Source: an optimization exercise on an open RTL-to-GDS flow (aim: small area and a short achievable clock period). Production flows keep margins and buffers that such runs may drop.
Function was checked by simulation only, so behaviour that the tests miss may differ from the original.
Power is estimated from default activity; no workload was simulated.

## Processor
module Processor(clk, rst, interrupt, in_port, imem_addr, imem_data, dmem_re, dmem_we, dmem_addr, dmem_wdata, dmem_rdata, out_valid, out_port);
    input clk, rst, interrupt;
    input [15:0] in_port;
    output [31:0] imem_addr;
    input  [15:0] imem_data;
    output dmem_re, dmem_we;
    output [10:0] dmem_addr;
    output [15:0] dmem_wdata;
    input  [15:0] dmem_rdata;
    output out_valid;
    output [15:0] out_port;
    reg [31:0] pc;
    reg [15:0] ret_hi;        
    reg [15:0] sp;
    reg        fC, fN, fZ;    
    reg        zpend;         
    reg [1:0]  int_st;
    reg [2:0]  ret_st, reti_st;
    reg        in_seq;        
    reg [15:0] rf [0:7];
    reg        fd_int;
    reg [15:0] fd_instr;
    reg [31:0] fd_pc;         
    reg        de_mr, de_mw;
    reg [1:0]  de_as;
    reg [2:0]  de_ds;
    reg [1:0]  de_bt;
    reg        de_call;
    reg        de_sum, de_pass, de_not, de_or, de_and, de_shl, de_shr;
    reg        de_yuse, de_yinv, de_yones, de_cin;
    reg        de_fsetc, de_fkeep;
    reg        de_fe;
    reg        de_spw, de_fw, de_wbsel, de_rw;
    reg [1:0]  de_plh;
    reg        de_out;
    reg        de_fa, de_fb;  
    reg [15:0] de_x, de_y;    
    reg [3:0]  de_sh;
    reg [2:0]  de_dst;
    reg        em_re, em_we;
    reg [10:0] em_addr;
    reg [15:0] em_wd;
    reg [15:0] em_alu;
    reg        em_spw, em_fw, em_wbsel, em_rw;
    reg [1:0]  em_plh;
    reg [2:0]  em_dst;
    reg        em_out;
    reg [15:0] mw_wd;
    reg        mw_fw, mw_out;
    wire [15:0] wdn = em_wbsel ? dmem_rdata : em_alu;
    wire [15:0] sp_n = em_spw ? em_alu : sp;
    wire zf_last = (em_alu == 16'b0);
    wire Z = zpend ? zf_last : fZ;
    wire BRANCH = (de_bt == 2'd1 && Z) || (de_bt == 2'd2 && fN) || (de_bt == 2'd3 && fC);
    wire [5:0] opcode = fd_instr[15:10];
    wire [2:0] f_src  = fd_instr[9:7];
    wire [2:0] f_dst  = fd_instr[6:4];
    wire [3:0] f_sh   = fd_instr[3:0];
    wire intr  = |int_st || fd_int;
    wire retm  = !intr && (|ret_st || opcode == 6'b100110);
    wire retim = !intr && !retm && (|reti_st || opcode == 6'b100111);
  ...
==> flow/config.mk <==
export PLATFORM = sky130hd
export DESIGN_NAME = Processor
export DESIGN_NICKNAME = Processor
export VERILOG_FILES = /design/flow/design.v
export SDC_FILE = /design/flow/constraint.sdc
export NUM_CORES = 4
export LEC_CHECK = 0
export CAP_MARGIN = 20
export CORE_MARGIN = 2
export CORE_UTILIZATION = 40
export CTS_CLUSTER_DIAMETER = 110
export CTS_CLUSTER_SIZE = 25
export PLACE_DENSITY = 0.6
export SLEW_MARGIN = 20
==> flow/constraint.sdc <==
create_clock -name core_clock -period 12.0 [get_ports {clk}]
set_input_delay 2.4000 -clock core_clock [delete_from_list [all_inputs] [get_ports {clk}]]
set_output_delay 2.4000 -clock core_clock [all_outputs]
set_load 0.01 [all_outputs]
standard.sh (not shown) runs the stock make flow with config.mk's settings and CLKGATE_MAP_FILE= SYNTH_SCRIPT=/design/flow/synth_recipe.tcl, a recipe that flattens the netlist after the stock synthesis.
==> flow/flow/run.sh <==
#!/bin/bash
# Own layout flow: the standard layout (standard.sh) with
#  - port buffers of buf_2 cells instead of the default delay-buffer cells,
#  - repair_timing aiming for a setup slack of SETUP_MARGIN ns at the design's clock period.
# Each tool's full output goes to a log file in the work folder.
set -euo pipefail
WORK=$(cd "$(dirname "$0")/.." && pwd)
cd "$WORK"
SETUP_MARGIN=$(cat flow/setup_margin.txt)
ORIG=$(grep -o "SYNTH_SCRIPT=[^ ]*" standard.sh | head -1 | cut -d= -f2- | tr -d "'")
test -f "$ORIG"
cat > "$WORK/synth_abc.tcl" <<EOT
proc abc {args} {
  set i [lsearch -exact \$args -script]
  if { \$i >= 0 } {
    lset args [expr {\$i + 1}] $WORK/flow/abc_area_delay.script
  }
  yosys abc {*}\$args
}
source $ORIG
EOT
sed -e "s#SYNTH_SCRIPT=[^ ]*#SYNTH_SCRIPT=$WORK/synth_abc.tcl #" standard.sh > flow_standard.sh
grep -q "SYNTH_SCRIPT=$WORK/synth_abc.tcl" flow_standard.sh
bash flow_standard.sh \
  "BUFFER_PORTS_ARGS=-buffer_cell sky130_fd_sc_hd__buf_2" \
  "SETUP_SLACK_MARGIN=$SETUP_MARGIN" \
  finish > "$WORK/flow_make.log" 2>&1
test -f out/final.def
==> flow/flow/abc_area_delay.script <==
&get -n
&st
&dch
&nf
&put
buffer -c
topo
stime -c
upsize -c
dnsize -c
==> flow/flow/setup_margin.txt <==
8.4
Next try:
==> flow/flow/abc_area_delay.script (replaced) <==
&get -n
&st
&dch -f
&nf
&put
buffer -c
topo
stime -c
upsize -c
dnsize -c
==> flow/flow/setup_margin.txt (replaced) <==
8.5
Settings changed: CTS_CLUSTER_DIAMETER 110 to 100, CTS_CLUSTER_SIZE 25 to 20.
Effect: Total power barely changes. Worst setup slack improves by 66 ps. Maximum frequency went up slightly.
Next try:
==> flow/flow/setup_margin.txt (replaced) <==
8.4
Settings changed: CAP_MARGIN 20 to 10, SLEW_MARGIN 20 to 10.
Count of clock-buffer cells in the layout goes up by 1.
Cell area is lower by 3.6%.
Routed wire length falls by 3.7%.
Sequential share of layout area increases by 1.3 points.
Next try:
==> flow/flow/abc_area_delay.script (replaced) <==
&get -n
&st
&dch
&nf
&put
buffer -c
topo
stime -c
upsize -c
dnsize -c
==> flow/flow/setup_margin.txt (replaced) <==
8.3
Settings changed: CAP_MARGIN 10 to 20, SLEW_MARGIN 10 to 20.
Register-to-register slack gets worse by 80 ps.
Sequential share of layout area decreases by 0.53 points.
Clock skew decreases by 10 ps.
Final area increases slightly.

== pepper ==
Starting RTL as in the previous note.
export LEC_CHECK = 0
export CAP_MARGIN = 20
export CORE_MARGIN = 2
export CORE_UTILIZATION = 40
export CTS_CLUSTER_DIAMETER = 100
export CTS_CLUSTER_SIZE = 20
export PLACE_DENSITY = 0.6
export SLEW_MARGIN = 20
create_clock -name core_clock -period 12.0 [get_ports {clk}]
==> flow/flow/abc_area_delay.script <==
&get -n
&st
&dch -f
&nf
&put
buffer -c
topo
stime -c
upsize -c
dnsize -c
==> flow/flow/setup_margin.txt <==
8.4
Scripts as last shown in full above: flow/flow/run.sh
Relative to pepper, the following input files were edited for harbor:
==> flow/flow/abc_area_delay.script <==
&get -n
&st
&dch
&nf
&put
buffer -c
topo
stime -c
upsize -c
dnsize -c
## What came out
harbor reports a higher total power than pepper does.
[compare] base=pepper new=harbor: final non-filler cell area went up about 2%; die area went up about 1%.

run 4:
Processor, a different RTL version from the one above (not shown whole).
For scale: about 2200 cells after synthesis, about 130 I/O pins, ~21000 um2 of cells after synthesis.
==> flow/design.v (excerpt) <==
module Processor(clk, rst, interrupt, in_port, imem_addr, imem_data, dmem_re, dmem_we, dmem_addr, dmem_wdata, dmem_rdata, out_valid, out_port);
    input clk, rst, interrupt;
    input [15:0] in_port;
    output [31:0] imem_addr;
    input  [15:0] imem_data;
    output dmem_re, dmem_we;
    output [10:0] dmem_addr;
    output [15:0] dmem_wdata;
    input  [15:0] dmem_rdata;
    output out_valid;
    output [15:0] out_port;
    reg [31:0] pc;
    reg [15:0] ret_hi;        
    reg [15:0] sp;
    reg        fC, fN, fZ;    
    reg        zpend;         
    reg [1:0]  int_st;
    reg [2:0]  ret_st, reti_st;
    reg [15:0] rf [0:7];
    reg        fd_int;
    reg [15:0] fd_instr;
    reg [31:0] fd_pc;         
    reg        de_mr, de_mw;
    reg [1:0]  de_as;
    reg [2:0]  de_ds;
    reg [1:0]  de_bt;
    reg        de_call;
    reg        de_sum, de_pass, de_not, de_or, de_and, de_shl, de_shr;
    reg        de_yuse, de_yinv, de_yones, de_cin;
    reg        de_fcout, de_fncout, de_fsetc, de_fkeep;
    reg        de_fe;
  ...
clock: 12.0 ns
lec_check: 0
cap_margin: 20
core_margin: 2
core_utilization: 40
place_density: 0.6
slew_margin: 20
==> flow/flow/abc_area_delay.script <==
&get -n
&st
&dch
&nf
&put
buffer -c
topo
stime -c
upsize -c
dnsize -c
==> flow/flow/setup_margin.txt <==
8.7
Scripts as last shown in full above: flow/flow/run.sh
diff inputs: run 4 => run 3
==> flow/flow/setup_margin.txt <==
8.3
- Run 3 packs its core looser than run 4.
- The final reports for run 3 and run 4 show relative contribution of combinational cells to total power lower in the former.
- First-pass GRT wire length delta (run 3 − run 4): favourable
- [compare] base=run 4 new=run 3: via count down 429; power consumption fell 3.5%.

== v35 ==
Processor, a different RTL version from the one above (not shown whole).
For scale: ~400 flip-flops, ~130 I/O pins, about 0.020 mm² of cells after synthesis.
// Processor
module Processor(clk, rst, interrupt, in_port, imem_addr, imem_data, dmem_re, dmem_we, dmem_addr, dmem_wdata, dmem_rdata, out_valid, out_port);
clock: 12.0 ns
lec_check: 0
cap_margin: 20
core_margin: 2
core_utilization: 55
cts_cluster_diameter: 100
cts_cluster_size: 20
place_density: 0.7
slew_margin: 20
==> flow/flow/setup_margin.txt <==
8.3
Scripts as last shown in full above: flow/flow/run.sh, flow/flow/abc_area_delay.script
v35 finished every stage and its layout cleared the timing, design-rule and antenna checks.
Edits applied to the flow inputs when going from v35 to v3:
- CORE_UTILIZATION changed from 55 to 40
- PLACE_DENSITY changed from 0.7 to 0.6
- Looking at library cell contributing the largest single delay on the critical path, the fa_1 result is from v35; the or3_4 one comes from v3.
- As of v3, fmax had fallen slightly compared to v35.
- Via count down 2.9% in v3 wrt v35
- In the metrics for v3 and v35, the one carrying the higher count of antenna diodes in the layout is v35.
- The relative area change from synthesis to final layout number comes out lower for v35 vs v3.
- v3 vs. v35: count of clock-buffer cells in the layout has increased; share of total power in combinational logic saw an increase; instance area after placement up about 1.3%.
- Diff v35 -> v3: post-route standard cell area excluding fillers grew by about 1.2%, die area grew by 37%.

-- separate check: timing with driven ports --
No port has a modelled driver above. Below, the same layouts with a new extraction and two added sets of constraints.
Step 1 (the two cells are an assumption about what drives the block):
set clk [get_ports {clk}]
set_driving_cell -lib_cell sky130_fd_sc_hd__clkbuf_16 $clk
set_driving_cell -lib_cell sky130_fd_sc_hd__buf_2 [delete_from_list [all_inputs] $clk]
Step 2, shift: input delay + t, output delay - t, t = (earliest + latest rising clock arrival at the registers) / 2. This alone moves slack from input paths to output paths.
a / b / c = ideal ports / drivers / drivers and shift; a / b = the first two.
run | shift t [ns] | setup slack, ns | worst setup path at the end | latest minus earliest clock arrival (ns) | worst slew at a driven data input, ns
the first run of note 1 | 0.637 | 8.402 / 8.344 / 7.866 | input to register | 0.032 / 0.031 | 0.05
the second run of note 1 | 0.647 | 8.468 / 8.409 / 7.909 | input to register | 0.036 / 0.036 | 0.06
the third run of note 1 | 0.651 | 8.395 / 8.337 / 7.831 | input to register | 0.050 / 0.050 | 0.04
the fourth run of note 1 | 0.648 | 8.316 / 8.255 / 7.854 | input to register | 0.040 / 0.040 | 0.05
pepper | 0.631 | 8.419 / 8.362 / 7.840 | input to register | 0.033 / 0.033 | 0.04
harbor | 0.653 | 8.418 / 8.356 / 7.879 | input to register | 0.044 / 0.044 | 0.05
run 4 | 0.647 | 8.465 / 8.404 / 8.025 | input to register | 0.033 / 0.033 | 0.08
run 3 | 0.653 | 8.303 / 8.239 / 7.764 | input to register | 0.045 / 0.046 | 0.05
v35 | 0.634 | 8.297 / 8.269 / 7.884 | input to register | 0.028 / 0.028 | 0.09
v3 | 0.651 | 8.283 / 8.266 / 7.891 | input to register | 0.041 / 0.041 | 0.04
After both steps setup and hold are still met in every run listed. For pepper, which loses most, drivers alone change the setup slack by -0.057 ns; drivers and shift together by -0.579 ns.
